This is an optimization exercise on Yosys and OpenROAD, whose aim is small area, not a production implementation.
At most, simulation tests tie the RTL to the original design; equivalence was not proved.
The RTL of runs 5 to 7 was laid out without a check of its function.
The clock port is modelled as an ideal driver; clocking choices that lean on that would not hold on a real chip.
Power and IR drop assume default switching activity.

==> flow/design.v <==
`timescale 1ns / 1ps
module relu_lane (input [21:0] a, input [21:0] b, output [6:0] y);
wire [21:0] p = a ^ b;
wire [21:0] g = a & b;
wire [6:0] cl;
assign cl[1] = a[0] & b[0];
assign cl[2] = (a[1] & b[1]) | (a[1] & cl[1]) | (b[1] & cl[1]);
assign cl[3] = (a[2] & b[2]) | (a[2] & cl[2]) | (b[2] & cl[2]);
assign cl[4] = (a[3] & b[3]) | (a[3] & cl[3]) | (b[3] & cl[3]);
assign cl[5] = (a[4] & b[4]) | (a[4] & cl[4]) | (b[4] & cl[4]);
assign cl[6] = (a[5] & b[5]) | (a[5] & cl[5]) | (b[5] & cl[5]);
wire c6 = cl[6];
wire c7 = g[6] | (p[6] & c6);
wire s6 = p[6] ^ c6;
wire [8:0] c;
assign c[0] = c7;
wire Gx0 = g[8] | (p[8] & g[7]);
wire Px0 = p[8] & p[7];
wire Gx1 = g[10] | (p[10] & g[9]);
wire Px1 = p[10] & p[9];
wire Gx2 = g[12] | (p[12] & g[11]);
wire Px2 = p[12] & p[11];
wire Gx3 = g[14] | (p[14] & g[13]);
wire Px3 = p[14] & p[13];
wire Gx4 = g[9] | (p[9] & Gx0);
wire Px4 = p[9] & Px0;
wire Gx5 = Gx1 | (Px1 & Gx0);
wire Px5 = Px1 & Px0;
wire Gx6 = g[13] | (p[13] & Gx2);
wire Px6 = p[13] & Px2;
wire Gx7 = Gx3 | (Px3 & Gx2);
wire Px7 = Px3 & Px2;
wire Gx8 = g[11] | (p[11] & Gx5);
wire Px8 = p[11] & Px5;
wire Gx9 = Gx2 | (Px2 & Gx5);
wire Px9 = Px2 & Px5;
wire Gx10 = Gx6 | (Px6 & Gx5);
wire Px10 = Px6 & Px5;
wire Gx11 = Gx7 | (Px7 & Gx5);
wire Px11 = Px7 & Px5;
assign c[1] = g[7] | (p[7] & c7);
assign c[2] = Gx0 | (Px0 & c7);
assign c[3] = Gx4 | (Px4 & c7);
assign c[4] = Gx5 | (Px5 & c7);
assign c[5] = Gx8 | (Px8 & c7);
assign c[6] = Gx9 | (Px9 & c7);
assign c[7] = Gx10 | (Px10 & c7);
assign c[8] = Gx11 | (Px11 & c7);
wire [7:0] q = p[14:7] ^ c[7:0];
wire [6:0] k;
assign k[0] = s6;
assign k[1] = k[0] & q[0];
assign k[2] = k[1] & q[1];
assign k[3] = k[2] & q[2];
assign k[4] = k[3] & q[3];
assign k[5] = k[4] & q[4];
assign k[6] = k[5] & q[5];
wire sat = q[7] | (k[6] & q[6]);
wire [6:0] r = q[6:0] ^ k;
wire [6:0] ch;
assign ch[0] = c[8];
assign ch[1] = g[15] | (p[15] & ch[0]);
assign ch[2] = g[16] | (p[16] & ch[1]);
assign ch[3] = g[17] | (p[17] & ch[2]);
assign ch[4] = g[18] | (p[18] & ch[3]);
assign ch[5] = g[19] | (p[19] & ch[4]);
assign ch[6] = g[20] | (p[20] & ch[5]);
wire c21 = ch[6];
wire neg = g[21] | (p[21] & ~c21);
assign y = neg ? 7'd0 : (r | {7{sat}});
endmodule
`timescale 1ns / 1ps
module acc_bias_relu(
    input i_add4_end,
    input clk,
    input rst_n,
    input layer1,
    output o_acc_end,
    input [15:0] i_acc_bias_fm_col,
    input i_add4_valid,
    input signed [22*32-1:0] i_add4_data,
    input signed [22*32-1:0] i_bias,
    input [15:0] i_bias_addr_base,
    output [15:0] o_sel_bias_addr,
    output [8*32-1:0] o_acc_data_out,
    output o_acc_data_out_valid
    );
wire [7*32-1:0] res;
genvar k;
generate
    for (k = 0; k < 32; k = k + 1) begin : lane
        relu_lane u (.a(i_add4_data[22*k +: 22]), .b(i_bias[22*k +: 22]), .y(res[7*k +: 7]));
    end
endgenerate
reg [7*32-1:0] d1, d2, d3, d4, d5;
always @(posedge clk) begin
    d1 <= {~res[7*32-1:7*16], res[7*16-1:0]};
    d2 <= d1;
    d3 <= d2;
    d4 <= d3;
    d5 <= d4;
end
reg [4:0] vld;
reg [15:0] sel_bias_addr_buf;
reg acc_end_ff1, acc_end_ff2;
always @(posedge clk) begin
    if (!rst_n) begin
        vld <= 0;
        sel_bias_addr_buf <= i_bias_addr_base;
        acc_end_ff1 <= 0;
        acc_end_ff2 <= 0;
    end else begin
        vld <= {vld[3:0], i_add4_valid};
        if (i_add4_end)
            sel_bias_addr_buf <= sel_bias_addr_buf + 16'd32;
        acc_end_ff1 <= i_add4_end;
        acc_end_ff2 <= acc_end_ff1;
    end
end
generate
    for (k = 0; k < 32; k = k + 1) begin : outb
        if (k < 16) begin : lo
            assign o_acc_data_out[8*k +: 8] = {1'b0, d5[7*k +: 7]};
        end else begin : hi
            assign o_acc_data_out[8*k +: 8] = {1'b0, ~(d5[7*k +: 7] | {7{~layer1}})};
        end
    end
endgenerate
assign o_acc_data_out_valid = vld[4];
assign o_sel_bias_addr = sel_bias_addr_buf;
assign o_acc_end = acc_end_ff2;
endmodule
==> flow/flow/run.sh <==
#!/bin/bash
# The standard layout (standard.sh: ORFS with synth_recipe.tcl), with these changes:
# - each port is buffered by the smallest buffer (buf_1), not the cell buffer_ports picks;
# - the clock tree is built with the clock_tree_synthesis arguments in CTS_ARGS;
# - synthesis extracts only full adders (not half adders) and maps the rest with
#   flow/abc_speed.script, which recovers more area than ORFS's own script.
#   The registers are mapped exactly as in the standard synthesis (that happens before ABC).
# - nor2b cells are added to the platform's don't-use list: the layer1 mask then maps to
#   nor2 gates that share one inverter of layer1.
# Every other ORFS script is used unchanged, from a copy in ./scripts.
# ORFS writes each tool's full log under orfs/logs; standard.sh's output goes to standard.log.
set -euo pipefail
export BUFFER_PORTS_ARGS="-buffer_cell sky130_fd_sc_hd__buf_1"
export CTS_ARGS="-sink_clustering_enable -repair_clock_nets -buf_list sky130_fd_sc_hd__clkbuf_4 -sink_clustering_size 10 -sink_clustering_max_diameter 35 -dont_use_dummy_load"
export PLACE_PINS_ARGS="-min_distance 1 -min_distance_in_tracks"
rm -rf scripts
cp -r "$FLOW_HOME/scripts" scripts
cp flow/abc_speed.script scripts/abc_speed.script
# extract only full adders (no half adders) before ABC
grep -q 'extract_fa {\*}\[dont_use_extract_fa_args\]' scripts/synth.tcl
sed -i 's/extract_fa {\*}\[dont_use_extract_fa_args\]/extract_fa -fa/' scripts/synth.tcl
export SCRIPTS_DIR="$PWD/scripts"
# the platform's don't-use list (from its config.mk) plus the extra cells; on make's command
# line, as the platform's config.mk sets the variable itself
du=$(sed -n '/^export DONT_USE_CELLS += /,/^#$/p' "$FLOW_HOME/platforms/sky130hd/config.mk" | grep -o 'sky130_fd_sc_hd__[a-z0-9_]*' | tr '\n' ' ')
bash standard.sh "DONT_USE_CELLS=$du sky130_fd_sc_hd__nor2b_1 sky130_fd_sc_hd__nor2b_2 sky130_fd_sc_hd__nor2b_4" finish > standard.log 2>&1
==> flow/flow/abc_speed.script <==
strash
&get -n
&st
&dch
&nf -R 1000
&put
&get -n
&st
&dch -f
&nf -R 1000
&put
topo
stime -c
buffer -c
upsize -c
dnsize -c
==> flow/standard.sh <==
#!/bin/bash
# synth_recipe.tcl (not shown) runs the flow's synth.tcl, then flattens the netlist and writes it again
# the make line also repeats each setting of config.mk as NAME=value (left out here)
make -C /OpenROAD-flow-scripts/flow DESIGN_CONFIG=/design/flow/config.mk WORK_HOME=/design/flow/orfs CLKGATE_MAP_FILE= SYNTH_SCRIPT=/design/flow/synth_recipe.tcl "${@:-finish}"
==> flow/config.mk <==
export PLATFORM = sky130hd
export DESIGN_NAME = acc_bias_relu
export DESIGN_NICKNAME = acc_bias_relu
export VERILOG_FILES = /design/flow/design.v
export SDC_FILE = /design/flow/constraint.sdc
export NUM_CORES = 4
export LEC_CHECK = 0
export CAP_MARGIN = 20
export CORE_AREA = 10 10 360 260
export DIE_AREA = 0 0 370 270
export GPL_ROUTABILITY_DRIVEN = 0
export GPL_TIMING_DRIVEN = 0
export PLACE_DENSITY = 0.8
export SLEW_MARGIN = 40
==> flow/constraint.sdc <==
create_clock -name core_clock -period 5.0 [get_ports {clk}]
set_input_delay 1.0000 -clock core_clock [delete_from_list [all_inputs] [get_ports {clk}]]
set_output_delay 1.0000 -clock core_clock [all_outputs]
set_load 0.01 [all_outputs]
==> impl_results.md, run 1 <==
* Worst hold path class: reg2reg
* CTS Buf Count at 145
* Initial antenna violation count at 89
* Drt pass-1 iters at 17
* Combinational Power Share at 0.217
* Post-synth top cells: 1127 x dfxtp_1, 384 x nor2_1, 347 x xnor2_1
* Worst EP arrival at 5220 ps
* Delay-heaviest family, CP: compound AO/OA/AOI/OAI gates
* Critical path peak fanout at 7
* Placed cell count at 6871
* Mapped Area at 0.0416 mm²
* IR Drop Worst-Case VDD at 0.214 mV
* Synth area leader: dfxtp_1
* P_leak at 0.0196 µW
* Largest net degree at the start of global routing at 17
* Max-Cap Viols at 0
* CP bufs+invs at 2
* Tot GR Track Use at 0.274
* Final nets at 7365
* Seq cells post-synth at 1143
* Resized Gates After CTS at 0
* Relative slew slack at 0.508
* Pwr/cell area at 392 mW/mm²
* NetSw at 5550 µW
* Final period utilization at 0.879
* DIE AREA at 0.0999 mm²
* FF-to-FF path depth at 7
* Synth top area cells: dfxtp_1 54%, xnor2_1 7.3%, xor2_1 4.8%
* CTS tree: yes
* Pint at 14300 µW
* R2r setup slk at 2920 ps
* RSZ-0062 raised after global routing: no
* Async SR Flop Fraction at 0
* Non-Filler Instances at 7083
* Gate Count Post-Synth at 4008
* Crit-path slowest cell: a221oi_1
* Status: no timing/DRC/antenna violations
* # setup viols final at 0
* Postcts setup bufs at 0
* Critical path capture point type: flip-flop
* Setup Crit Path Kind: in2reg
* Fin crit period at 4390 ps
* Yosys warns at 1
* Via count at 36964
* Drt wl/cell at 20.0 µm
* Total power at 19900 µW
* Clock Skew at 87.6 ps
* Grt total ovfl at 0
* Worst path max stage delay at 600 ps
* DR iter-0 viols at 2789
* Die X at 370 µm
* RR Startpoint: sel_bias_addr_buf[5]$_DFFE_PN_
* Clock Sinks at 1143
* Port Buffers at 1670
* Startpoint types: input pin
* Clock Latency Late Sink at 950 ps
* FF-to-FF End: sel_bias_addr_buf[15]$_DFFE_PN_
* Critical Path Sink: d1[137]$_DFF_P_
* Starting density of the core at 0.481
* Mean Syn Cell Area at 10.4 µm²
* Synth cell types at 62
* Final setup TNS at 0 ps
* Post-synth EDFFs at 16
* Worst Setup SP: i_add4_data[419]
* Final ANT Viol Nets at 0
* Sw Ratio at 0.279
* Final count of hold timing violations at 0
* Sequential share of the synthesized area at 0.554
* Ys flop type: dfxtp_1
* DP Wirelength at 118 mm
* I/O pins at 1719
* Core area at 0.0865 mm²
* Core Util, Final at 0.586
* Clk pwr share at 0.196
* Layout area overhead at 21.9%
* Routed vias/inst at 5.22
* Most frequent CP cell: o21ai_0
* Number of global-route vias before repair at 36894
* Yosys top cell area share at 0.542
* Final wirelength at 141 mm
* First-pass GRT wire length at 208 mm
* Pins Over Slew Limit at 0
* Site row count at 91
* CP Depth at 23
* Die H at 270 µm
* Most common cell in the netlist: dfxtp_1
* DR DRC count at 0
* Required time of the worst setup path at 5830 ps
* CTS clock-pin slew for the worst setup and hold paths at 100 ps
* Worst-margin pin slew at 738 ps
* Worst path cell trace: buf_1 -> a22oi_1 -> nor2_1 -> a221oi_1 -> o21ai_0 -> o21ai_0 -> fa_1 -> inv_1 -> o21ai_0 -> a211oi_1 -> a21oi_1 -> o21ai_1 -> nand2_1 -> a31oi_1 -> nand2_1 -> a31oi_1 -> a221oi_1 -> nor2_1 -> a221oi_1 -> o22ai_1 -> a21oi_1 -> a21oi_1 -> o21ai_0
* Cts hold-fix bufs at 0
* Share of layout cells above drive strength 1 at 0.0553
* Fmax at 0.228 GHz
* Seq pwr share at 0.587
==> layout make-up <==
cell class | instances | area, µm²
Fill cell | 7444 | 35800
Timing Repair Buffer | 1670 | 6270
Buffer | 159 | 1140
Clock buffer | 145 | 1090
Multi-Input combinational cell | 2616 | 17100
Sequential cell | 1143 | 23000
Antenna cell | 67 | 168
Inverter | 121 | 454
Tap cell | 1162 | 1450
==> stage by stage <==
| step | hold WS [ps] | instance area (µm²) | setup slack [ps] |
|---|---|---|---|
| 6_report | 244 | 50700 | 606 |
| 5_1_grt | 110 | 50700 | 272 |
| 4_1_cts | 90.5 | 50600 | 730 |
| 3_5_place_dp | 312 | 49500 | -293 |
| 3_3_place_gp | 310 | 49500 | -498 |
| 2_1_floorplan | 310 | 41700 | 974 |
==> sequential cells by signal, summed over array words and instances (netlist names) <==
signal	cells
d5	224
acc_end_ff1	1
d4	224
sel_bias_addr_buf	16
d1	224
acc_end_ff2	1
d3	224
vld	5
d2	224
==> kinds of logic after synthesis <==
kind of cell | share of synthesized area
adders and majority gates | 0.0376
and+or+nand+nor | 0.0891
buffers and inverters | 0.0382
other | 0.0000901
xor gates and xnor gates | 0.121
DFF | 0.554
AOI/OAI and AO/OA | 0.160
==> worst min-delay path by stage <==
stage,startpoint,endpoint,cells past startpoint
after floorplan,d1[0]$_SDFF_PP0_,d2[0]$_DFF_P_,0
after global placement,d4[76]$_DFF_P_,d5[76]$_DFF_P_,0
after detailed placement,d1[124]$_DFF_P_,d2[124]$_DFF_P_,0
after CTS,i_add4_end,acc_end_ff1$_SDFF_PN0_,2
after global routing,i_add4_end,acc_end_ff1$_SDFF_PN0_,2
final,d1[109]$_SDFF_PP0_,d2[109]$_DFF_P_,0
==> layout by cell type (no fill, tap or decap), types with 78 or more instances in the layout <==
cell and n:
inv_1 120, nand2_1 257, nor2_1 384, buf_1 1670, o22ai_1 161, a22oi_1 136
xor2_1 229, xnor2_1 347, a21oi_1 233, dfxtp_1 1127, buf_4 144, o21ai_0 238
nand2b_1 78, clkbuf_4 145
==> power by group through the flow <==
stage	combinational (µW)	sequential, µW	clock, µW
floorplan	2690	11700	0
global placement	4140	11800	0
detailed placement	4260	11900	0
CTS	4280	11700	4080
global route	4740	11900	4440
finish	4320	11700	3900
==> routing by layer <==
layer,wire length [µm],track usage,vias up
li1,-,-,17533
met1,50700,0.293,16302
met2,58200,0.379,2279
met3,19800,0.162,808
met4,12400,0.232,42
met5,285,0.0217,-
==> run 2, diff against run 1 <==
--- a/flow/design.v
+++ b/flow/design.v
@@ -22,30 +22,28 @@
 wire Px2 = p[12] & p[11];
 wire Gx3 = g[14] | (p[14] & g[13]);
 wire Px3 = p[14] & p[13];
-wire Gx4 = g[9] | (p[9] & Gx0);
-wire Px4 = p[9] & Px0;
-wire Gx5 = Gx1 | (Px1 & Gx0);
-wire Px5 = Px1 & Px0;
-wire Gx6 = g[13] | (p[13] & Gx2);
-wire Px6 = p[13] & Px2;
-wire Gx7 = Gx3 | (Px3 & Gx2);
-wire Px7 = Px3 & Px2;
-wire Gx8 = g[11] | (p[11] & Gx5);
-wire Px8 = p[11] & Px5;
-wire Gx9 = Gx2 | (Px2 & Gx5);
-wire Px9 = Px2 & Px5;
-wire Gx10 = Gx6 | (Px6 & Gx5);
-wire Px10 = Px6 & Px5;
-wire Gx11 = Gx7 | (Px7 & Gx5);
-wire Px11 = Px7 & Px5;
+wire Gx4 = Gx1 | (Px1 & Gx0);
+wire Px4 = Px1 & Px0;
+wire Gx5 = Gx3 | (Px3 & Gx2);
+wire Px5 = Px3 & Px2;
+wire Gx6 = Gx5 | (Px5 & Gx4);
+wire Px6 = Px5 & Px4;
+wire Gx7 = Gx2 | (Px2 & Gx4);
+wire Px7 = Px2 & Px4;
+wire Gx8 = g[9] | (p[9] & Gx0);
+wire Px8 = p[9] & Px0;
+wire Gx9 = g[11] | (p[11] & Gx4);
+wire Px9 = p[11] & Px4;
+wire Gx10 = g[13] | (p[13] & Gx7);
+wire Px10 = p[13] & Px7;
 assign c[1] = g[7] | (p[7] & c7);
 assign c[2] = Gx0 | (Px0 & c7);
-assign c[3] = Gx4 | (Px4 & c7);
-assign c[4] = Gx5 | (Px5 & c7);
-assign c[5] = Gx8 | (Px8 & c7);
-assign c[6] = Gx9 | (Px9 & c7);
+assign c[3] = Gx8 | (Px8 & c7);
+assign c[4] = Gx4 | (Px4 & c7);
+assign c[5] = Gx9 | (Px9 & c7);
+assign c[6] = Gx7 | (Px7 & c7);
 assign c[7] = Gx10 | (Px10 & c7);
-assign c[8] = Gx11 | (Px11 & c7);
+assign c[8] = Gx6 | (Px6 & c7);
 wire [7:0] q = p[14:7] ^ c[7:0];
 wire [6:0] k;
 assign k[0] = s6;
--- a/flow/config.mk
+++ b/flow/config.mk
@@ -8,7 +8,5 @@
 export CAP_MARGIN = 20
 export CORE_AREA = 10 10 360 260
 export DIE_AREA = 0 0 370 270
-export GPL_ROUTABILITY_DRIVEN = 0
-export GPL_TIMING_DRIVEN = 0
 export PLACE_DENSITY = 0.8
 export SLEW_MARGIN = 40
==> run 2 against run 1 <==
Still clean on timing, DRC and antenna. Clock skew about the same. Flip-flop and latch count did not move. Clock power about the same. Critical path type unchanged. Largest power group unchanged. Highest routed layer unchanged.
==> impl_results.md, run 2 <==
* CTS tree: yes
* Relative slew slack at 0.554 (+0.0462)
* Worst hold slack at 222 ps (-21.6 ps)
* First-pass GRT wire length at 226 mm (+8.7%)
* Worst-margin pin slew at 669 ps (-69.3 ps)
* Final setup TNS at 0 ps (unchanged)
* Drt pass-1 iters at 8 (-9)
* Gate Count Post-Synth at 4001 (-0.17%)
* Final period utilization at 0.806 (-0.0731)
* Yosys top cell area share at 0.541 (-0.000862)
* Site row count at 91 (unchanged)
* Initial antenna violation count at 181 (+100%)
* Required time of the worst setup path at 5830 ps (about the same)
* Worst EP arrival at 4860 ps (-360 ps)
* Max-Cap Viols at 0 (unchanged)
* Yosys warns at 1 (unchanged)
* Synth area leader: dfxtp_1
* Die H at 270 µm (unchanged)
* Commonest non-fill, non-tap cell in the layout: buf_1
* Synth cell types at 53 (-15%)
* Die X at 370 µm (unchanged)
* Tot GR Track Use at 0.309 (+0.0347)
* CTS clock-pin slew for the worst setup and hold paths at 90 ps (about the same)
* Via count at 36427 (-1.5%)
* Starting density of the core at 0.482 (+0.000766)
* Placer congestion estimate at 1.06
* Postcts setup bufs at 0 (unchanged)
* RSZ-0062 raised after global routing: no
* Fmax at 0.248 GHz (+9.1%)
* Layout area overhead at 19.7%
* I/O pins at 1719 (unchanged)
* # setup viols final at 0 (unchanged)
* Startpoint types: input pin
* Routed vias/inst at 5.21 (-0.26%)
* Pre-CTS setup slack at 72.2 ps (+365 ps)
* Total power at 19800 µW (-0.49%)
* Leading cell types in the layout, fill and taps excluded: 1669 x buf_1, 1127 x dfxtp_1, 412 x xnor2_1
* Cts hold-fix bufs at 0 (unchanged)
* Largest net degree at the start of global routing at 81 (+64)
* P_leak at 0.0189 µW (-3.5%)
* Final nets at 7208 (-2.1%)
* Mean Syn Cell Area at 10.4 µm² (+0.33%)
* Synth top area cells: dfxtp_1 54%, xnor2_1 8.7%, xor2_1 3.9%
* Drt wl/cell at 23.2 µm (+16%)
* DR DRC count at 0 (unchanged)
* Seq cells post-synth at 1143 (unchanged)
* Fin crit period at 4030 ps (-365 ps)
* DP Wirelength at 137 mm (+16%)
* Most common cell in the netlist: dfxtp_1
* Clock Skew at 88.0 ps (+0.428 ps)
* Final ANT Viol Nets at 0 (unchanged)
* CTS Buf Count at 144 (-0.69%)
* Placed cell count at 6715 (-2.3%)
* DIE AREA at 0.0999 mm² (unchanged)
* Resized Gates After CTS at 0 (unchanged)
* Ys flop type: dfxtp_1
* Worst hold path class: in2reg
* Port Buffers at 1670 (unchanged)
* Core area at 0.0865 mm² (unchanged)
* Async SR Flop Fraction at 0 (unchanged)
* Post-synth top cells: 1127 x dfxtp_1, 412 x xnor2_1, 383 x nor2_1
* Critical path peak fanout at 7 (unchanged)
* Clock Sinks at 1143 (unchanged)
* IR Drop Worst-Case VDD at 0.216 mV (+1.1%)
* Pins Over Slew Limit at 0 (unchanged)
* Sequential share of the synthesized area at 0.553 (-0.000880)
* Grt total ovfl at 0 (unchanged)
* Share of layout cells above drive strength 1 at 0.0349 (-0.0204)
* Post-synth EDFFs at 16 (unchanged)
* Critical path capture point type: flip-flop
* Final wirelength at 162 mm (+15%)
* Final count of hold timing violations at 0 (unchanged)
* Number of global-route vias before repair at 35822 (-2.9%)
* Setup slack after layout at 971 ps (+365 ps)
* Setup Crit Path Kind: in2reg
* Mapped Area at 0.0417 mm² (+0.16%)
* Clock Latency Late Sink at 1020 ps (+70 ps)
* Status: no timing/DRC/antenna violations
* DR iter-0 viols at 2504 (-10%)
* Pwr/cell area at 397 mW/mm² (+1.1%)
* Non-Filler Instances at 6998 (-1.2%)
[run 2: per-layer routing]
metal	wire length (µm)	global-route usage	up-vias
li1	-	-	17179
met1	59900	0.336	16326
met2	66000	0.424	2071
met3	21400	0.174	773
met4	14300	0.270	78
met5	486	0.0118	-
[run 2: worst max-delay path: stages]
cell and delay (ps):
buf_1 100, a22oi_1 90, nor2_1 130, a221oi_1 80
o21ai_0 180, o21ai_0 250, fa_1 470, o21ai_0 170
o21ai_0 160, o21ai_0 320, maj3_1 280, nand2_1 80
a31oi_1 310, nand3_1 160, a41oi_1 230, a221oi_1 70
o21ai_0 150, o221ai_1 120, a22o_1 290, a21o_1 190
[run 2: logic make-up (layout without fill, tap and decap cells)]
logic type / count (synthesis) / count (layout) / synth area share
other cells: 1 / 171 / 0.0000899
flops: 1143 / 1143 / 0.553
buf+inv: 290 / 1955 / 0.0391
xor+xnor: 597 / 597 / 0.125
compound gates: 1031 / 1031 / 0.159
simple gates: 851 / 851 / 0.0871
fa+ha+maj: 88 / 88 / 0.0366
[run 2: final cells by class]
type | count | area [µm²]
Fill cell | 7825 | 36600
Sequential cell | 1143 | 23000
Timing Repair Buffer | 1681 | 6360
Antenna cell | 139 | 348
Multi-Input combinational cell | 2599 | 17100
Clock buffer | 144 | 1080
Tap cell | 1162 | 1450
Inverter | 130 | 493
[run 2: per-stage QoR]
step	utilization	instance area, µm²
after CTS	0.573	49600
final	0.577	49900
after global routing	0.576	49900
after floorplan	-	41800
after detailed placement	0.560	48500
after global placement	0.560	48500
[run 2: report_power, final]
part	leakage (µW)	total, µW	switching [µW]	internal, µW
combinational	0.00861	4160	2520	1640
sequential	0.00964	11700	514	11200
clock	0.000663	3930	2610	1330
total	0.0189	19800	5640	14200
[run 2: path summary, 6_finish.rpt]
| kind | start | endpoint | slack [ps] | cells past startpoint |
|---|---|---|---|---|
| worst max register to register | sel_bias_addr_buf[5]$_DFFE_PN_ | sel_bias_addr_buf[15]$_DFFE_PN_ | 2970 | 7 |
| worst min-delay path | i_add4_valid | vld[0]$_SDFF_PN0_ | 220 | 2 |
| worst min register to register | d1[223]$_DFF_P_ | d2[223]$_DFF_P_ | 240 | 0 |
| worst max-delay path | i_bias[353] | d1[113]$_DFF_P_ | 970 | 20 |
==> run 3, diff against run 2 <==
--- a/flow/config.mk
+++ b/flow/config.mk
@@ -8,5 +8,5 @@
 export CAP_MARGIN = 20
 export CORE_AREA = 10 10 360 260
 export DIE_AREA = 0 0 370 270
-export PLACE_DENSITY = 0.8
+export PLACE_DENSITY = 0.88
 export SLEW_MARGIN = 40
==> run 3 against run 2 <==
Still clean on timing, DRC and antenna. Flip-flop and latch count stayed put. Sequential share of layout area barely moved. Via count is 1.6% higher. Sequential power hardly changed. Fmax down 5.9%. Largest cell class unchanged. Combinational power hardly changed. Die area stayed put.
==> impl_results.md, run 3 <==
* Status: no timing/DRC/antenna violations
* Site row count at 91 (unchanged)
* Most frequent CP cell: o21ai_0
* IR Drop Worst-Case VDD at 0.249 mV (+15%)
* Fmax at 0.234 GHz (-5.9%)
* Cts hold-fix bufs at 0 (unchanged)
* CTS Buf Count at 148 (+2.8%)
* Yosys top cell area share at 0.541 (unchanged)
* DR DRC count at 0 (unchanged)
* Synth area leader: dfxtp_1
* Sequential share of the synthesized area at 0.553 (unchanged)
* Max-Cap Viols at 0 (unchanged)
* Setup Crit Path Kind: in2reg
* Leading cell types in the layout, fill and taps excluded: 1670 x buf_1, 1127 x dfxtp_1, 412 x xnor2_1
* Tot GR Track Use at 0.320 (+0.0119)
* Synth top area cells: dfxtp_1 54%, xnor2_1 8.7%, xor2_1 3.9%
* Relative slew slack at 0.534 (-0.0202)
* Port Buffers at 1670 (unchanged)
* Number of global-route vias before repair at 37134 (+3.7%)
* Post-synth EDFFs at 16 (unchanged)
* Initial antenna violation count at 164 (-9.4%)
* P_leak at 0.0189 µW (+0.16%)
* Synth cell types at 53 (unchanged)
* Die X at 370 µm (unchanged)
* Postcts setup bufs at 0 (unchanged)
* DIE AREA at 0.0999 mm² (unchanged)
* Required time of the worst setup path at 5780 ps (-50 ps)
* Clock Latency Late Sink at 1000 ps (-20 ps)
* I/O pins at 1719 (unchanged)
* Startpoint types: input pin
* DP Wirelength at 141 mm (+2.9%)
* CTS clock-pin slew for the worst setup and hold paths at 90 ps (about the same)
* Gate Count Post-Synth at 4001 (unchanged)
* Commonest non-fill, non-tap cell in the layout: buf_1
* Delay-heaviest family, CP: compound AO/OA/AOI/OAI gates
* Post-synth top cells: 1127 x dfxtp_1, 412 x xnor2_1, 383 x nor2_1
* Worst EP arrival at 5060 ps (+200 ps)
* Pwr/cell area at 400 mW/mm² (+0.89%)
* Worst-margin pin slew at 692 ps (+22.9 ps)
* Mean Syn Cell Area at 10.4 µm² (unchanged)
* Drt pass-1 iters at 9 (+1)
* Worst hold path class: in2reg
* CP bufs+invs at 3 (+2)
* Final wirelength at 168 mm (+3.6%)
* Resized Gates After CTS at 0 (unchanged)
* RSZ-0062 raised after global routing: no
* Core area at 0.0865 mm² (unchanged)
* Seq cells post-synth at 1143 (unchanged)
* Clock Skew at 95.1 ps (+7.03 ps)
* Final period utilization at 0.856 (+0.0502)
* Layout area overhead at 19.8% (about the same)
* Yosys warns at 1 (unchanged)
* Routed vias/inst at 5.29 (+1.6%)
* Drt wl/cell at 24.0 µm (+3.5%)
* Grt total ovfl at 0 (unchanged)
* Worst path cell trace: buf_1 -> a22oi_1 -> nor2_1 -> a221oi_1 -> o21ai_0 -> o21ai_0 -> fa_1 -> inv_1 -> a21oi_1 -> o21ai_1 -> o21a_1 -> a221o_1 -> o21ai_0 -> o21ai_1 -> maj3_1 -> nand2_1 -> a31oi_1 -> a221oi_1 -> o21ai_1 -> o221ai_1 -> a22oi_1 -> buf_4 -> o21ai_0
* Mapped Area at 0.0417 mm² (unchanged)
* Fin area at 0.0499 mm² (about the same)
* Ys flop type: dfxtp_1
* Starting density of the core at 0.482 (unchanged)
* Critical path peak fanout at 7 (unchanged)
* Crit-path slowest cell: fa_1
* Placer congestion estimate at 1.07 (+0.58%)
* Via count at 37022 (+1.6%)
* Share of layout cells above drive strength 1 at 0.0361 (+0.00118)
* Final count of hold timing violations at 0 (unchanged)
* Total power at 20000 µW (+0.95%)
* Die H at 270 µm (unchanged)
* Async SR Flop Fraction at 0 (unchanged)
* Pins Over Slew Limit at 0 (unchanged)
* Fin crit period at 4280 ps (+251 ps)
* Clock Sinks at 1143 (unchanged)
* CTS tree: yes
* Largest net degree at the start of global routing at 42 (-48%)
* Most common cell in the netlist: dfxtp_1
* Final nets at 7216 (+0.11%)
* Final ANT Viol Nets at 0 (unchanged)
* DR iter-0 viols at 3234 (+29%)
* # setup viols final at 0 (unchanged)
* DP Area at 0.0485 mm² (about the same)
* Critical path capture point type: flip-flop
* Worst path max stage delay at 410 ps (-60 ps)
* First-pass GRT wire length at 235 mm (+3.9%)
run 3: layout make-up:
class	instances	area, µm²
antenna	133	333
clock buffer	148	1110
fill	7679	36600
inverter	130	490
multi-input combinational	2599	17100
sequential	1143	23000
tap	1162	1450
timing repair buffer	1685	6380
run 3: cell families (layout without fill, tap and decap cells):
logic type / Yosys count / after routing / share of synthesized area
simple gates: 851 / 851 / 0.0871
other cells: 1 / 165 / 0.0000899
buf+inv: 290 / 1963 / 0.0391
fa+ha+maj: 88 / 88 / 0.0366
xor+xnor: 597 / 597 / 0.125
compound gates: 1031 / 1031 / 0.159
flops: 1143 / 1143 / 0.553
run 3: power breakdown:
group          switching [µW]  internal [µW]
logic                    2550           1640
registers                 554          11200
clock network            2690           1360
run 3: path summary, 6_finish.rpt:
check / start / to / slack, ps / cells after the start
setup / recovery: i_bias[397] / d1[126]$_DFF_P_ / 720 / 23
hold / removal: i_add4_valid / vld[0]$_SDFF_PN0_ / 220 / 2
setup reg to reg: sel_bias_addr_buf[6]$_DFFE_PN_ / sel_bias_addr_buf[15]$_DFFE_PN_ / 2910 / 7
hold reg to reg: d4[20]$_DFF_P_ / d5[20]$_DFF_P_ / 240 / 0
run 3: metal layers:
layer,vias to the layer above,GRT usage,part of all wire
met5,-,0.0103,0.0027
met4,64,0.282,0.088
met2,2311,0.445,0.41
met1,16671,0.345,0.36
met3,766,0.179,0.14
li1,17210,-,-
run 3: stage by stage:
stage                      util  setup TNS [ps]  setup slack (ps)  hold WS (ps)  instances
after detailed placement  0.561           -1910              -293           312       6719
after global routing      0.576               0               409           123       6962
after floorplan               -               0               838           310       4032
after global placement    0.561           -1610              -240           310       6719
final                     0.577               0               720           224       7000
after CTS                 0.573               0               774          75.4       6867
==> run 4, diff against run 3 <==
--- a/flow/flow/run.sh
+++ b/flow/flow/run.sh
@@ -11,7 +11,7 @@
 # ORFS writes each tool's full log under orfs/logs; standard.sh's output goes to standard.log.
 set -euo pipefail
 export BUFFER_PORTS_ARGS="-buffer_cell sky130_fd_sc_hd__buf_1"
-export CTS_ARGS="-sink_clustering_enable -repair_clock_nets -buf_list sky130_fd_sc_hd__clkbuf_4 -sink_clustering_size 10 -sink_clustering_max_diameter 35 -dont_use_dummy_load"
+export CTS_ARGS="-sink_clustering_enable -repair_clock_nets -buf_list sky130_fd_sc_hd__clkbuf_4 -sink_clustering_size 11 -sink_clustering_max_diameter 32 -dont_use_dummy_load"
 export PLACE_PINS_ARGS="-min_distance 1 -min_distance_in_tracks"
 rm -rf scripts
 cp -r "$FLOW_HOME/scripts" scripts
--- a/flow/config.mk
+++ b/flow/config.mk
@@ -8,5 +8,5 @@
 export CAP_MARGIN = 20
 export CORE_AREA = 10 10 360 260
 export DIE_AREA = 0 0 370 270
-export PLACE_DENSITY = 0.88
+export PLACE_DENSITY = 0.8
 export SLEW_MARGIN = 40
==> run 4 against run 3 <==
Critical endpoint is now d1[35]$_SDFF_PP0_. Largest cell class unchanged. Clock skew is 3.8 ps higher. Combinational power hardly changed. Worst setup slack better by 240 ps. Critical path type unchanged. Power is 1.1% lower.
==> impl_results.md, run 4 <==
* Sw Ratio at 0.285 (-0.00499)
* Synth area leader: dfxtp_1
* Layout area overhead at 19.7% (about the same)
* Die X at 370 µm (unchanged)
* DR DRC count at 0 (unchanged)
* Async SR Flop Fraction at 0 (unchanged)
* Grt total ovfl at 0 (unchanged)
* Pwr/cell area at 396 mW/mm² (-1.0%)
* Sequential share of the synthesized area at 0.553 (unchanged)
* Clk pwr share at 0.197 (-0.005)
* Tot GR Track Use at 0.308 (-0.0129)
* RSZ-0062 raised after global routing: no
* Worst hold start: i_add4_valid
* Drt pass-1 iters at 6 (-3)
* Synth top area cells: dfxtp_1 54%, xnor2_1 8.7%, xor2_1 3.9%
* CTS Buf Count at 142 (-4.1%)
* Placed cell count at 6715 (-0.060%)
* DP Wirelength at 137 mm (-2.8%)
* Routed vias/inst at 5.20 (-1.8%)
* Final count of hold timing violations at 0 (unchanged)
* Worst Setup SP: i_add4_data[111]
* RR Startpoint: sel_bias_addr_buf[5]$_DFFE_PN_
* Pins Over Slew Limit at 0 (unchanged)
* Max-Cap Viols at 0 (unchanged)
* Status: no timing/DRC/antenna violations
* Via count at 36347 (-1.8%)
* Worst hold path class: in2reg
* Largest net degree at the start of global routing at 81 (+93%)
* DR iter-0 viols at 2538 (-22%)
* Worst-margin pin slew at 654 ps (-38.4 ps)
* Combinational Power Share at 0.210 (about the same)
* Post-synth EDFFs at 16 (unchanged)
* Final ANT Viol Nets at 0 (unchanged)
* Share of layout cells above drive strength 1 at 0.0346 (-0.00152)
* Number of global-route vias before repair at 35783 (-3.6%)
* Die H at 270 µm (unchanged)
* Required time of the worst setup path at 5850 ps (+70 ps)
* Ys flop type: dfxtp_1
* First-pass GRT wire length at 226 mm (-4.1%)
* Gate Count Post-Synth at 4001 (unchanged)
* Commonest non-fill, non-tap cell in the layout: buf_1
* IR Drop Worst-Case VDD at 0.211 mV (-15%)
* Critical path peak fanout at 6 (-1)
* Worst EP arrival at 4890 ps (-170 ps)
* Postcts setup bufs at 0 (unchanged)
* Final setup TNS at 0 ps (unchanged)
* Clock Latency Late Sink at 1020 ps (+20 ps)
* Seq pwr share at 0.592 (+0.004)
* Final wirelength at 162 mm (-3.5%)
* Yosys warns at 1 (unchanged)
* I/O pins at 1719 (unchanged)
* Placer congestion estimate at 1.06 (-0.57%)
* Most common cell in the netlist: dfxtp_1
* Mean Syn Cell Area at 10.4 µm² (unchanged)
* Initial antenna violation count at 186 (+13%)
* Final period utilization at 0.807 (-0.0487)
* Setup Crit Path Kind: in2reg
* DIE AREA at 0.0999 mm² (unchanged)
* Site row count at 91 (unchanged)
* NetSw at 5630 µW (-2.8%)
* P_leak at 0.0189 µW (-0.21%)
* Mapped Area at 0.0417 mm² (unchanged)
* Pint at 14100 µW (-0.42%)
* Relative slew slack at 0.560 (+0.0259)
* Clock Sinks at 1143 (unchanged)
* Starting density of the core at 0.482 (unchanged)
* Synth cell types at 53 (unchanged)
* Post-synth top cells: 1127 x dfxtp_1, 412 x xnor2_1, 383 x nor2_1
* Startpoint types: input pin
* Seq cells post-synth at 1143 (unchanged)
* Fmax at 0.248 GHz (+6.0%)
* Port Buffers at 1670 (unchanged)
* Leading cell types in the layout, fill and taps excluded: 1669 x buf_1, 1127 x dfxtp_1, 412 x xnor2_1
* Final nets at 7206 (-0.14%)
* Critical path capture point type: flip-flop
* Non-Filler Instances at 6996 (-0.057%)
* Yosys top cell area share at 0.541 (unchanged)
* Clock Skew at 98.9 ps (+3.84 ps)
* # setup viols final at 0 (unchanged)
* CTS clock-pin slew for the worst setup and hold paths at 80 ps (about the same)
* Core area at 0.0865 mm² (unchanged)
* Fin crit period at 4040 ps (-243 ps)
* Cts hold-fix bufs at 0 (unchanged)
* CTS tree: yes
* Drt wl/cell at 23.2 µm (-3.4%)
* Resized Gates After CTS at 0 (unchanged)
-- run 4: cell counts after synthesis --
No cell type changed its count.
-- run 4: worst max-delay path, stage by stage --
cell and delay, ps:
buf_1 110, a22oi_1 90, nor2_1 100, a221oi_1 50, o21ai_0 150, o21ai_0 150
fa_1 470, nor2_1 140, a221oi_1 70, o31a_1 280, o21ai_0 270, nand2_1 120
nand3_1 90, o21ai_0 150, o31ai_1 240, o221ai_1 260, a21oi_1 280, a221oi_1 80
o221ai_1 390, nand2_1 230, a21oi_1 180
-- run 4: power by group through the flow --
stage | Sequential [µW] | Clock, µW | Combinational [µW]
2_1_floorplan | 11700 | 0 | 2740
3_3_place_gp | 11800 | 0 | 4010
3_5_place_dp | 11900 | 0 | 4090
4_1_cts | 11700 | 4050 | 4110
5_1_grt | 11900 | 4430 | 4550
6_report | 11700 | 3900 | 4160
-- run 4: per-stage QoR --
| stage | hold WS (ps) | instance area [µm²] | util | power [µW] | setup slack [ps] |
|---|---|---|---|---|---|
| 2_1_floorplan | 310 | 41800 | - | 14400 | 838 |
| 3_3_place_gp | 309 | 48500 | 0.560 | 15800 | 211 |
| 3_5_place_dp | 312 | 48500 | 0.560 | 16000 | 72.2 |
| 4_1_cts | 70.7 | 49600 | 0.573 | 19900 | 1130 |
| 5_1_grt | 126 | 49900 | 0.576 | 20900 | 683 |
| 6_report | 233 | 49900 | 0.577 | 19800 | 964 |
-- run 4: path summary, 6_finish.rpt --
path | end | slack (ps) | cells after the start
hold / removal | vld[0]$_SDFF_PN0_ | 230 | 2
setup / recovery | d1[35]$_SDFF_PP0_ | 960 | 21
setup reg to reg | sel_bias_addr_buf[15]$_DFFE_PN_ | 2980 | 7
hold reg to reg | d2[223]$_DFF_P_ | 240 | 0
-- run 4: logic make-up (layout without fill, tap and decap cells) --
group / Yosys count / count (layout) / share of synthesized area
adders and majority gates: 88 / 88 / 0.0366
other: 1 / 171 / 0.0000899
and+or+nand+nor: 851 / 851 / 0.0871
xor gates and xnor gates: 597 / 597 / 0.125
buffers and inverters: 290 / 1953 / 0.0391
AOI/OAI and AO/OA: 1031 / 1031 / 0.159
DFF: 1143 / 1143 / 0.553
-- run 4: area by class of cell --
cell class                 instances  area [µm²]
antenna                          139         348
clock buffer                     142        1070
fill                            7795       36600
inverter                         130         493
multi-input combinational       2599       17100
sequential                      1143       23000
tap                             1162        1450
timing repair buffer            1681        6360
-- run 4: layer usage --
metal,vias up,part of all wire,track usage
li1,17194,-,-
met1,16236,0.37,0.333
met2,2050,0.40,0.418
met3,785,0.13,0.174
met4,82,0.093,0.281
met5,-,0.0035,0.0133
==> run 5, diff against run 4 <==
==> flow/design.v (replaced) <==
`timescale 1ns / 1ps
module relu_lane (
    input  [21:0] a,
    input  [21:0] b,
    output [6:0]  y
);
wire signed [22:0] s = $signed(a) + $signed(b);
wire [15:0] x = {1'b0, s[14:0]} + 16'd64;
wire sat = x[15] | x[14] | (&x[13:7]);
assign y = s[22] ? 7'd0 : (x[13:7] | {7{sat}});
endmodule
`timescale 1ns / 1ps
module acc_bias_relu(
    input i_add4_end,
    input clk,
    input rst_n,
    input layer1,
    output o_acc_end,
    input [15:0] i_acc_bias_fm_col,
    input i_add4_valid,
    input signed [22*32-1:0] i_add4_data,
    input signed [22*32-1:0] i_bias,
    input [15:0] i_bias_addr_base,
    output [15:0] o_sel_bias_addr,
    output [8*32-1:0] o_acc_data_out,
    output o_acc_data_out_valid
    );
wire [7*32-1:0] res;
genvar k;
generate
    for (k = 0; k < 32; k = k + 1) begin : lane
        relu_lane u (.a(i_add4_data[22*k +: 22]), .b(i_bias[22*k +: 22]), .y(res[7*k +: 7]));
    end
endgenerate
reg [7*32-1:0] d1, d2, d3, d4, d5;
always @(posedge clk) begin
    d1 <= res;
    d2 <= d1;
    d3 <= d2;
    d4 <= d3;
    d5 <= d4;
end
reg [4:0] vld;
reg [15:0] sel_bias_addr_buf;
reg acc_end_ff1, acc_end_ff2;
always @(posedge clk) begin
    if (!rst_n) begin
        vld <= 0;
        sel_bias_addr_buf <= i_bias_addr_base;
        acc_end_ff1 <= 0;
        acc_end_ff2 <= 0;
    end else begin
        vld <= {vld[3:0], i_add4_valid};
        if (i_add4_end)
            sel_bias_addr_buf <= sel_bias_addr_buf + 16'd32;
        acc_end_ff1 <= i_add4_end;
        acc_end_ff2 <= acc_end_ff1;
    end
end
generate
    for (k = 0; k < 32; k = k + 1) begin : outb
        if (k < 16) begin : lo
            assign o_acc_data_out[8*k +: 8] = {1'b0, d5[7*k +: 7]};
        end else begin : hi
            assign o_acc_data_out[8*k +: 8] = {1'b0, d5[7*k +: 7] & {7{layer1}}};
        end
    end
endgenerate
assign o_acc_data_out_valid = vld[4];
assign o_sel_bias_addr = sel_bias_addr_buf;
assign o_acc_end = acc_end_ff2;
endmodule
==> flow/run.sh (new file) <==
#!/bin/bash
# synth_recipe.tcl (not shown) runs the flow's synth.tcl, then flattens the netlist and writes it again
# the make line also repeats each setting of config.mk as NAME=value (left out here)
make -C /OpenROAD-flow-scripts/flow DESIGN_CONFIG=/design/flow/config.mk WORK_HOME=/design/flow/orfs CLKGATE_MAP_FILE= SYNTH_SCRIPT=/design/flow/synth_recipe.tcl finish
--- a/flow/config.mk
+++ b/flow/config.mk
@@ -6,7 +6,6 @@
 export NUM_CORES = 4
 export LEC_CHECK = 0
 export CAP_MARGIN = 20
-export CORE_AREA = 10 10 360 260
-export DIE_AREA = 0 0 370 270
-export PLACE_DENSITY = 0.8
+export CORE_AREA = 10 10 650 450
+export DIE_AREA = 0 0 660 460
 export SLEW_MARGIN = 40
removed: flow/flow/run.sh
removed: flow/flow/abc_speed.script
removed: flow/standard.sh
==> run 5 against run 4 <==
Flip-flop and latch count is the same. Global-route usage is 12 points lower. Sequential share of layout area fell by 17 points. Via count up 30%. Area after synthesis grew 29%. Design area rose by 57%. Clock-buffer cell count unchanged. Core utilization fell by 30 points. Synthesized cell count up 31%. Largest power group unchanged. Worst setup slack better by 25 ps. Cell count is 54% higher. Largest cell class is now multi-input combinational cells.
==> impl_results.md, run 5 <==
* Status: no timing/DRC/antenna violations
* Area share of fa/ha/maj cells after synthesis at 0.165 (+0.128)
* H-tree levels at 3
* Seq cells post-synth at 1143 (unchanged)
* Final wirelength at 299 mm (+85%)
* Drt pass-1 iters at 5 (-1)
* Critical Path Sink: d1[173]$_SDFF_PP0_
* Critical path capture point type: flip-flop
* P_leak at 0.0319 µW (+69%)
* Combinational Power Share at 0.252 (+0.042)
* Fmax at 0.249 GHz (+0.61%)
* Most frequent CP cell: a21oi_1
* CP Depth at 14 (-33%)
* Clock Latency Late Sink at 780 ps (-240 ps)
* Max-Cap Viols at 0 (unchanged)
* Worst path cell trace: clkdlybuf4s50_1 -> ha_1 -> a31o_2 -> a21oi_1 -> o21ai_0 -> a21oi_1 -> xnor2_1 -> ha_1 -> nand3_1 -> or3_1 -> nor3_1 -> a21oi_1 -> a41oi_1 -> o21a_1
* Synth cell types at 114 (+120%)
* First-pass GRT wire length at 392 mm (+74%)
* I/O pins at 1719 (unchanged)
* Critical path peak fanout at 5 (-1)
* Relative slew slack at 0.423 (-0.136)
* Simple-gate area share of the yosys netlist at 0.135 (+0.0479)
* Sw Ratio at 0.302 (+0.0176)
* Post-synth EDFFs at 16 (unchanged)
* Sequential share of the synthesized area at 0.429 (-0.124)
* Yosys warns at 1 (unchanged)
* Setup Crit Path Kind: in2reg
* Wire length on met3 at 27.3 mm (+25%)
* DIE AREA at 0.304 mm² (+200%)
* Largest family of logic cells by synthesized area: adder cells
* CTS root buf: clkbuf_16
* Compound-Gate Fraction of Synth Area at 0.157 (-0.00222)
* Drt wl/cell at 27.7 µm (+20%)
* Initial antenna violation count at 314 (+69%)
* RR Startpoint: sel_bias_addr_buf[8]$_DFFE_PN_
* IR Drop Worst-Case VDD at 0.285 mV (+36%)
* Via count at 47150 (+30%)
* Placer congestion estimate at 0.934 (-12%)
* Startpoint types: input pin
* Core Util, Final at 0.280 (-0.297)
* Pwr/cell area at 379 mW/mm² (-4.3%)
* Highest routed metal layer: met5
* Final ANT Viol Nets at 0 (unchanged)
* FF-to-FF End: sel_bias_addr_buf[15]$_DFFE_PN_
* Commonest non-fill, non-tap cell in the layout: clkdlybuf4s50_1
* Clock Sinks at 1143 (unchanged)
* Die X at 660 µm (+78%)
* Total power at 29700 µW (+50%)
* Worst path max stage delay at 640 ps (+170 ps)
* Routed vias/inst at 4.36 (-16%)
* Clock Skew at 76.7 ps (-22.3 ps)
* CP bufs+invs at 1 (unchanged)
* DR iter-0 viols at 3043 (+20%)
* CTS clock-pin slew for the worst setup and hold paths at 100 ps (+20 ps)
* Layout area overhead at 46.0%
* Worst hold slack at 258 ps (+25.1 ps)
* Cts hold-fix bufs at 0 (unchanged)
* Starting density of the core at 0.192 (-0.290)
* Gate Count Post-Synth at 5244 (+31%)
* Fin crit period at 4010 ps (-24.5 ps)
* Leading cell types in the layout, fill and taps excluded: 1669 x clkdlybuf4s50_1, 1127 x dfxtp_1, 705 x ha_1
* Longest Clk Path Bufs at 3
* Yosys top cell area share at 0.420 (-0.121)
* DR DRC count at 0 (unchanged)
* Final period utilization at 0.802 (-0.00490)
* Met2 wire length at 138 mm (+110%)
* Grt total ovfl at 0 (unchanged)
* Clk pwr share at 0.312 (+0.115)
* Worst Setup SP: i_bias[529]
* Pint at 20700 µW (+47%)
* CTS tree: yes
* Core area at 0.280 mm² (+220%)
* Ys flop type: dfxtp_1
* Final count of hold timing violations at 0 (unchanged)
* Site row count at 161 (+77%)
* DRT met1 WL at 124 mm (+110%)
* Die H at 460 µm (+70%)
* Worst hold path class: reg2reg
* Synth area leader: dfxtp_1
* CTS Buf Count at 115 (-19%)
* Largest net degree at the start of global routing at 45 (-44%)
* Mapped Area at 0.0537 mm² (+29%)
* Worst-margin pin slew at 859 ps (+205 ps)
* Resized Gates After CTS at 0 (unchanged)
* Port Buffers at 1670 (unchanged)
* Worst EP arrival at 4720 ps (-170 ps)
* Tot GR Track Use at 0.186 (-0.121)
* Final setup TNS at 0 ps (unchanged)
* Number of global-route vias before repair at 45956 (+28%)
* Final nets at 9039 (+25%)
* Pins Over Slew Limit at 0 (unchanged)
* RSZ-0062 raised after global routing: no
* DP Wirelength at 268 mm (+96%)
* Synth top area cells: dfxtp_1 42%, ha_1 16%, xnor2_1 4.0%
* Async SR Flop Fraction at 0 (unchanged)
* Required time of the worst setup path at 5710 ps (-140 ps)
* Share of layout cells above drive strength 1 at 0.0532 (+0.0186)
* Crit-path slowest cell: clkdlybuf4s50_1
* NetSw at 8990 µW (+60%)
* Most common cell in the netlist: dfxtp_1
* R2r setup slk at 3350 ps (+370 ps)
* FF-to-FF path depth at 5 (-2)
* # setup viols final at 0 (unchanged)
* Synth Area in XOR/XNOR at 0.0720 (-0.0534)
* Postcts setup bufs at 0 (unchanged)
* Mean Syn Cell Area at 10.2 µm² (-1.7%)
* Multiplexer share of the synthesized area at 0.00866 (+0.00866)
* Delay-heaviest family, CP: compound AO/OA/AOI/OAI gates
* Seq pwr share at 0.436 (-0.156)
* Post-synth top cells: 1127 x dfxtp_1, 705 x ha_1, 397 x a21oi_1
[run 5: cell count changes in the layout (fill, tap and decap cells not counted), moves of 130 or more]
cell             previous run  this run
clkbuf_4                  142         1
o22ai_1                   149        15
buf_1                    1669         0
xnor2_1                   412       247
ha_1                        0       705
a21oi_1                   196       397
and2_1                     24       154
nor2_1                    383       208
clkdlybuf4s50_1             0      1669
[run 5: layer usage]
| layer | up-vias | GRT usage |
|---|---|---|
| met5 | - | 0 |
| met4 | 122 | 0.0572 |
| met3 | 576 | 0.0648 |
| met2 | 1992 | 0.306 |
| met1 | 22082 | 0.228 |
| li1 | 22378 | - |
[run 5: cell families (layout without fill, tap and decap cells)]
| kind of cell | after synthesis | count (layout) |
|---|---|---|
| flops | 1143 | 1143 |
| mux | 42 | 42 |
| buf+inv | 342 | 2058 |
| simple gates | 1313 | 1313 |
| compound gates | 1254 | 1254 |
| xor+xnor | 442 | 442 |
| other cells | 1 | 95 |
| fa+ha+maj | 707 | 707 |
[run 5: cell type report]
type	count	area [µm²]
clock inverter	77	1020
antenna	63	158
timing repair buffer	1693	16900
inverter	146	548
clock buffer	142	3110
tap	3749	4690
sequential	1143	23000
fill	29120	202000
multi-input combinational	3790	29000
[run 5: through the flow]
stage,instance area (µm²),instances,setup slack [ps]
after detailed placement,74200,10520,176
after floorplan,53800,5275,1290
after global routing,78400,10779,738
after CTS,78300,10739,1040
final,78500,10803,988
after global placement,74100,10520,205
[run 5: power groups by stage]
stage | clock, µW | sequential (µW) | combinational [µW]
finish | 9270 | 13000 | 7500
global route | 9920 | 13200 | 8180
CTS | 9600 | 13000 | 7530
detailed placement | 0 | 13200 | 7470
global placement | 0 | 13200 | 7400
floorplan | 0 | 12400 | 4240
[run 5: worst min-delay path by stage]
stage                            to  cells after the start               start  slack, ps
floorplan             d2[0]$_DFF_P_                      0    d1[0]$_SDFF_PP0_        310
global placement    d3[164]$_DFF_P_                      0     d2[164]$_DFF_P_        310
detailed placement  d2[188]$_DFF_P_                      0  d1[188]$_SDFF_PP0_        310
CTS                  d5[58]$_DFF_P_                      0      d4[58]$_DFF_P_        260
global route         d5[58]$_DFF_P_                      0      d4[58]$_DFF_P_        270
finish               d5[58]$_DFF_P_                      0      d4[58]$_DFF_P_        260
==> run 6, diff against run 5 <==
--- a/flow/design.v
+++ b/flow/design.v
@@ -1,13 +1,69 @@
 `timescale 1ns / 1ps
-module relu_lane (
-    input  [21:0] a,
-    input  [21:0] b,
-    output [6:0]  y
-);
-wire signed [22:0] s = $signed(a) + $signed(b);
-wire [15:0] x = {1'b0, s[14:0]} + 16'd64;
-wire sat = x[15] | x[14] | (&x[13:7]);
-assign y = s[22] ? 7'd0 : (x[13:7] | {7{sat}});
+module relu_lane (input [21:0] a, input [21:0] b, output [6:0] y);
+wire [21:0] p = a ^ b;
+wire [21:0] g = a & b;
+wire g10 = g[1] | (p[1] & g[0]);
+wire p32 = p[3] & p[2];
+wire g32 = g[3] | (p[3] & g[2]);
+wire g54 = g[5] | (p[5] & g[4]);
+wire p54 = p[5] & p[4];
+wire g30 = g32 | (p32 & g10);
+wire c6 = g54 | (p54 & g30);
+wire c7 = g[6] | (p[6] & c6);
+wire s6 = p[6] ^ c6;
+wire [7:0] G1, P1, G2, P2, G3, P3;
+genvar i;
+generate for (i = 0; i < 8; i = i + 1) begin : l1
+    if (i % 2 == 1) begin : o
+        assign G1[i] = g[7+i] | (p[7+i] & g[6+i]);
+        assign P1[i] = p[7+i] & p[6+i];
+    end else begin : e
+        assign G1[i] = g[7+i];
+        assign P1[i] = p[7+i];
+    end
+end endgenerate
+generate for (i = 0; i < 8; i = i + 1) begin : l2
+    if (i % 4 >= 2) begin : o
+        assign G2[i] = G1[i] | (P1[i] & G1[(i/4)*4+1]);
+        assign P2[i] = P1[i] & P1[(i/4)*4+1];
+    end else begin : e
+        assign G2[i] = G1[i];
+        assign P2[i] = P1[i];
+    end
+end endgenerate
+generate for (i = 0; i < 8; i = i + 1) begin : l3
+    if (i >= 4) begin : o
+        assign G3[i] = G2[i] | (P2[i] & G2[3]);
+        assign P3[i] = P2[i] & P2[3];
+    end else begin : e
+        assign G3[i] = G2[i];
+        assign P3[i] = P2[i];
+    end
+end endgenerate
+wire [8:0] c;
+assign c[0] = c7;
+generate for (i = 0; i < 8; i = i + 1) begin : cc
+    assign c[i+1] = G3[i] | (P3[i] & c7);
+end endgenerate
+wire [7:0] q = p[14:7] ^ c[7:0];    
+wire [6:0] k;                       
+assign k[0] = s6;
+generate for (i = 1; i < 7; i = i + 1) begin : ic
+    assign k[i] = k[i-1] & q[i-1];
+end endgenerate
+wire sat = q[7] | (k[6] & q[6]);
+wire [6:0] r = q[6:0] ^ k;
+wire gh1 = g[16] | (p[16] & g[15]);
+wire ph1 = p[16] & p[15];
+wire gh2 = g[18] | (p[18] & g[17]);
+wire ph2 = p[18] & p[17];
+wire gh3 = g[20] | (p[20] & g[19]);
+wire ph3 = p[20] & p[19];
+wire gh = gh3 | (ph3 & (gh2 | (ph2 & gh1)));
+wire ph = ph3 & ph2 & ph1;
+wire c21 = gh | (ph & c[8]);
+wire neg = g[21] | (p[21] & ~c21);
+assign y = neg ? 7'd0 : (r | {7{sat}});
 endmodule
 `timescale 1ns / 1ps
 module acc_bias_relu(
==> flow/flow/run.sh (new file) <==
#!/bin/bash
# The standard layout, with each port buffered by the smallest buffer (buf_1) instead of the
# cell buffer_ports picks on its own.
set -euo pipefail
export BUFFER_PORTS_ARGS="-buffer_cell sky130_fd_sc_hd__buf_1"
bash standard.sh > standard.log 2>&1
==> flow/standard.sh (new file) <==
#!/bin/bash
# synth_recipe.tcl (not shown) runs the flow's synth.tcl, then flattens the netlist and writes it again
# the make line also repeats each setting of config.mk as NAME=value (left out here)
make -C /OpenROAD-flow-scripts/flow DESIGN_CONFIG=/design/flow/config.mk WORK_HOME=/design/flow/orfs CLKGATE_MAP_FILE= SYNTH_SCRIPT=/design/flow/synth_recipe.tcl "${@:-finish}"
removed: flow/run.sh
==> run 6 against run 5 <==
Worst hold slack gained 39 ps. Die area unchanged. Cell count fell by 9.0%. Area after synthesis is 9.8% lower. Still clean on timing, DRC and antenna. Core utilization down 5.4 points. Via count fell by 19%. Critical path type unchanged. Combinational power shrank 34%.
==> impl_results.md, run 6 <==
* Die X at 660 µm (unchanged)
* Leading cell types in the layout, fill and taps excluded: 1661 x buf_1, 1127 x dfxtp_1, 865 x ha_1
* Post-synth top cells: 1127 x dfxtp_1, 865 x ha_1, 267 x a21oi_1
* Pre-CTS setup slack at -195 ps (-371 ps)
* Final count of hold timing violations at 0 (unchanged)
* Drt pass-1 iters at 6 (+1)
* Setup Crit Path Kind: in2reg
* RR Startpoint: sel_bias_addr_buf[8]$_DFFE_PN_
* Worst-margin pin slew at 880 ps (+21.4 ps)
* Mapped Area at 0.0485 mm² (-9.8%)
* Most common cell in the netlist: dfxtp_1
* Postcts setup bufs at 0 (unchanged)
* Routed vias/inst at 3.89 (-11%)
* Grt total ovfl at 0 (unchanged)
* Number of global-route vias before repair at 37275 (-19%)
* Core area at 0.280 mm² (unchanged)
* Sequential share of the synthesized area at 0.475 (+0.0465)
* Clock Skew at 60.6 ps (-16.1 ps)
* Commonest non-fill, non-tap cell in the layout: buf_1
* Post-synth EDFFs at 16 (unchanged)
* Largest net degree at the start of global routing at 37 (-18%)
* Pint at 18600 µW (-10%)
* Yosys top cell area share at 0.465 (+0.0456)
* Site row count at 161 (unchanged)
* Mean Syn Cell Area at 11.6 µm² (+13%)
* Fin crit period at 4380 ps (+372 ps)
* Gate Count Post-Synth at 4191 (-20%)
* Synth top area cells: dfxtp_1 47%, ha_1 22%, a21oi_1 2.8%
* Seq cells post-synth at 1143 (unchanged)
* Status: no timing/DRC/antenna violations
* Clock Sinks at 1143 (unchanged)
* I/O pins at 1719 (unchanged)
* Resized Gates After CTS at 0 (unchanged)
* # setup viols final at 0 (unchanged)
* Worst EP arrival at 5060 ps (+340 ps)
* DR DRC count at 0 (unchanged)
* DP Area at 0.0589 mm² (-21%)
* Initial antenna violation count at 274 (-13%)
* CTS Buf Count at 115 (unchanged)
* Final nets at 8280 (-8.4%)
* Final period utilization at 0.877 (+0.0743)
* Required time of the worst setup path at 5670 ps (-40 ps)
* Final ANT Viol Nets at 0 (unchanged)
* Worst Setup SP: i_add4_data[639]
* Layout area overhead at 30.6%
* Fin area at 0.0633 mm² (-19%)
* Via count at 38282 (-19%)
* Worst hold path class: reg2reg
* Placed cell count at 9538 (-9.3%)
* P_leak at 0.0268 µW (-16%)
* Relative slew slack at 0.409 (-0.0149)
* Cts hold-fix bufs at 0 (unchanged)
* Pwr/cell area at 416 mW/mm² (+9.8%)
* DP Wirelength at 241 mm (-10%)
* Placer congestion estimate at 0.965 (+3.3%)
* CTS tree: yes
* Seq pwr share at 0.461 (+0.025)
* Non-Filler Instances at 9833 (-9.0%)
* Synth cell types at 54 (-53%)
* Fill cells at 30661 (+5.3%)
* Critical path peak fanout at 6 (+1)
* Clk pwr share at 0.350 (+0.038)
* NetSw at 7750 µW (-14%)
* Final wirelength at 264 mm (-12%)
* Die H at 460 µm (unchanged)
* CTS root buf: clkbuf_16
* Pins Over Slew Limit at 0 (unchanged)
* Starting density of the core at 0.173 (-0.0188)
* First-pass GRT wire length at 337 mm (-14%)
* Longest Clk Path Bufs at 3 (unchanged)
* DR iter-0 viols at 2866 (-5.8%)
* Share of layout cells above drive strength 1 at 0.0523 (-0.000930)
* Combinational Power Share at 0.188 (-0.064)
* RSZ-0062 raised after global routing: no
* Ys flop type: dfxtp_1
* Yosys warns at 1 (unchanged)
* Fmax at 0.228 GHz (-8.5%)
* CTS clock-pin slew for the worst setup and hold paths at 70 ps (-30 ps)
* Worst hold start: d3[198]$_DFF_P_
* IR Drop Worst-Case VDD at 0.278 mV (-2.4%)
* Max-Cap Viols at 0 (unchanged)
* Port Buffers at 1670 (unchanged)
* Tot GR Track Use at 0.165 (-0.0212)
* Synth area leader: dfxtp_1
* H-tree levels at 3 (unchanged)
* Setup slack after layout at 617 ps (-372 ps)
* Drt wl/cell at 26.9 µm (-2.9%)
* Startpoint types: input pin
* DIE AREA at 0.304 mm² (unchanged)
* Sw Ratio at 0.294 (-0.00815)
* Clock Latency Late Sink at 770 ps (about the same)
* Async SR Flop Fraction at 0 (unchanged)
* Critical path capture point type: flip-flop
run 6: power by group through the flow:
stage	Sequential [µW]	Clock (µW)	Combinational, µW
6_report	12100	9230	4960
2_1_floorplan	11900	0	3030
3_5_place_dp	12400	0	4950
4_1_cts	12200	9540	5010
5_1_grt	12400	9880	5550
3_3_place_gp	12400	0	4960
run 6: kinds of logic (layout without fill, tap and decap cells):
family	Yosys count	in the layout	share of synthesized area
AO/OA/AOI/OAI	932	932	0.132
XOR/XNOR	197	197	0.0365
adder cells (fa/ha/maj)	929	929	0.250
buffers and inverters	345	2129	0.0379
flip-flops	1143	1143	0.475
multiplexers	1	1	0.000232
other	1	110	0.0000774
AND/OR/NAND/NOR	643	643	0.0686
run 6: final timing paths:
| kind | to | slack [ps] | cells after the start |
|---|---|---|---|
| hold / removal | d4[198]$_DFF_P_ | 300 | 0 |
| setup reg to reg | sel_bias_addr_buf[15]$_DFFE_PN_ | 3390 | 6 |
| hold reg to reg | d4[198]$_DFF_P_ | 300 | 0 |
| setup / recovery | d1[209]$_SDFF_PP0_ | 620 | 21 |
run 6: through the flow:
stage	TNS, ps	utilization	total power, µW	hold WS [ps]
finish	0	0.226	26300	297
global route	0	0.225	27800	311
CTS	0	0.225	26700	296
detailed placement	-3520	0.210	17300	312
global placement	-1230	0.210	17300	310
floorplan	0	-	14900	310
run 6: layout make-up:
type | count | area, µm² | area share
Antenna cell | 78 | 195 | 0.00308
Sequential cell | 1143 | 23000 | 0.364
Timing Repair Buffer | 1726 | 6810 | 0.108
Multi-Input combinational cell | 2734 | 23700 | 0.375
Tap cell | 3749 | 4690 | 0.0741
Clock buffer | 140 | 3120 | 0.0493
Clock inverter | 77 | 1020 | 0.0162
Inverter | 186 | 698 | 0.0110
run 6: layer usage:
metal	vias up	track usage	share of wire
li1	18329	-	-
met1	17433	0.198	0.40
met2	1903	0.269	0.45
met3	517	0.0719	0.11
met4	100	0.0434	0.029
met5	-	0	0.0024
run 6: worst max-delay path: stages:
cell,delay [ps]
buf_1,100
ha_1,290
a31o_2,250
a21o_1,180
a21oi_1,160
nor2_1,60
a211oi_1,260
buf_4,210
fa_1,210
inv_1,60
fa_1,430
ha_1,210
ha_1,180
ha_1,180
ha_1,180
ha_1,180
ha_1,190
ha_1,170
a21o_1,230
buf_4,160
o21a_1,160
==> run 7, diff against run 6 <==
--- a/flow/config.mk
+++ b/flow/config.mk
@@ -7,5 +7,6 @@
 export LEC_CHECK = 0
 export CAP_MARGIN = 20
 export CORE_AREA = 10 10 650 450
+export CTS_BUF_LIST = sky130_fd_sc_hd__clkbuf_4
 export DIE_AREA = 0 0 660 460
 export SLEW_MARGIN = 40
==> run 7 against run 6 <==
Sequential share of layout area increased by 0.16 points. Synthesized cell count unchanged. Core utilization decreased by 0.099 points. Largest power group unchanged. Highest routed layer unchanged.
==> impl_results.md, run 7 <==
* Simple-gate area share of the yosys netlist at 0.0686 (unchanged)
* Die H at 460 µm (unchanged)
* GR Util met3 at 0.0770 (+0.00512)
* Setup Crit Path Kind: in2reg
* Max-Cap Viols at 0 (unchanged)
* Routed vias/inst at 3.89 (-0.12%)
* IR Drop Worst-Case VDD at 0.202 mV (-28%)
* Final nets at 8474 (+2.3%)
* Worst path cell trace: buf_1 -> ha_1 -> a31o_2 -> a21o_1 -> a21oi_1 -> nor2_1 -> a211oi_1 -> fa_1 -> inv_1 -> fa_1 -> ha_1 -> ha_1 -> ha_1 -> ha_1 -> ha_1 -> ha_1 -> ha_1 -> o21bai_1 -> o21a_1
* Layout area overhead at 30.0%
* Largest family of logic cells by synthesized area: adder cells
* Most common cell in the netlist: dfxtp_1
* Final wirelength at 267 mm (+0.86%)
* Seq cells post-synth at 1143 (unchanged)
* Status: no timing/DRC/antenna violations
* Worst-margin pin slew at 985 ps (+104 ps)
* Worst hold path class: reg2reg
* Gate Count Post-Synth at 4191 (unchanged)
* Seq pwr share at 0.482 (+0.021)
* Clk pwr share at 0.320 (-0.030)
* Clock Latency Late Sink at 1210 ps (+440 ps)
* Post-synth EDFFs at 16 (unchanged)
* Number of global-route vias before repair at 39015 (+4.7%)
* Critical path peak fanout at 7 (+1)
* P_leak at 0.0271 µW (+0.93%)
* Required time of the worst setup path at 5940 ps (+270 ps)
* Startpoint types: input pin
* Grt total ovfl at 0 (unchanged)
* Clock Sinks at 1143 (unchanged)
* Via count at 39423 (+3.0%)
* CTS Buf Count at 291 (+150%)
* Fin area at 0.0630 mm² (-0.44%)
* Compound-Gate Fraction of Synth Area at 0.132 (unchanged)
* Critical path capture point type: flip-flop
* Relative slew slack at 0.346 (-0.0624)
* H-tree levels at 5 (+2)
* Drt pass-1 iters at 7 (+1)
* Placer congestion estimate at 0.965 (unchanged)
* Crit-path slowest cell: fa_1
* Final ANT Viol Nets at 0 (unchanged)
* Sw Ratio at 0.303 (+0.00894)
* Synth area leader: dfxtp_1
* Pins Over Slew Limit at 0 (unchanged)
* Mapped Area at 0.0485 mm² (unchanged)
* DR DRC count at 0 (unchanged)
* Pwr/cell area at 400 mW/mm² (-3.9%)
* DIE AREA at 0.304 mm² (unchanged)
* Core area at 0.280 mm² (unchanged)
* Port Buffers at 1670 (unchanged)
==> run 7: cell counts after synthesis <==
Identical to the previous run, type by type.
==> run 7: final timing paths <==
| kind | start | endpoint | slack (ps) | cells past startpoint |
|---|---|---|---|---|
| worst max-delay path | i_add4_data[265] | d1[86]$_SDFF_PP0_ | 980 | 19 |
| worst min-delay path | d4[85]$_DFF_P_ | d5[85]$_DFF_P_ | 250 | 0 |
| worst min register to register | d4[85]$_DFF_P_ | d5[85]$_DFF_P_ | 250 | 0 |
| worst max register to register | sel_bias_addr_buf[8]$_DFFE_PN_ | sel_bias_addr_buf[15]$_DFFE_PN_ | 3340 | 6 |
==> run 7: power by group through the flow <==
stage	logic [µW]	clock network, µW	registers [µW]
floorplan	3030	0	11900
global route	5560	8920	12400
global placement	4960	0	12400
detailed placement	4950	0	12400
CTS	5020	8460	12200
finish	4980	8070	12100
==> run 7: cell type report <==
class / instances / area (µm²)
multi-input cells: 2734 / 23700
well taps: 3749 / 4690
clock inverters: 107 / 727
clock buffers: 393 / 2950
flip-flops and latches: 1143 / 23000
diodes: 82 / 205
fillers: 30858 / 217000
repair buffers: 1744 / 6990
inverters: 186 / 698
==> run 7: layer usage <==
layer  vias up  routed length, µm
met5         -                747
met4       116               7630
met3       576              31300
met2      1997             122000
met1     17832             106000
li1      18902                  -
==> run 7: worst max-delay path, delay by kind of cell <==
family | cells | cell delay (ps)
buffers and inverters | 2 | 180
adders and majority gates | 10 | 2330
AOI/OAI and AO/OA | 6 | 1380
and+or+nand+nor | 1 | 70
==> run 7: logic make-up after synthesis <==
logic type	count (synthesis)
compound gates	932
xor+xnor	197
fa+ha+maj	929
buf+inv	345
flops	1143
mux	1
other cells	1
simple gates	643
==> run 7: what timing repair did <==
item,4_1_cts,5_1_grt
hold endpoints to repair,18,0
hold buffers,18,0
resized for setup,0,0
endpoints found under the setup margin,0,0
==> run 7: stage by stage <==
step	power [µW]	std cells	hold slack [ps]	utilization	setup slack [ps]
after floorplan	14900	4222	310	-	455
after global placement	17300	9538	310	0.210	-70.6
after detailed placement	17300	9538	312	0.210	-195
after CTS	25700	10056	99.9	0.224	1250
after global routing	26800	10086	220	0.224	998
final	25200	10138	246	0.225	979
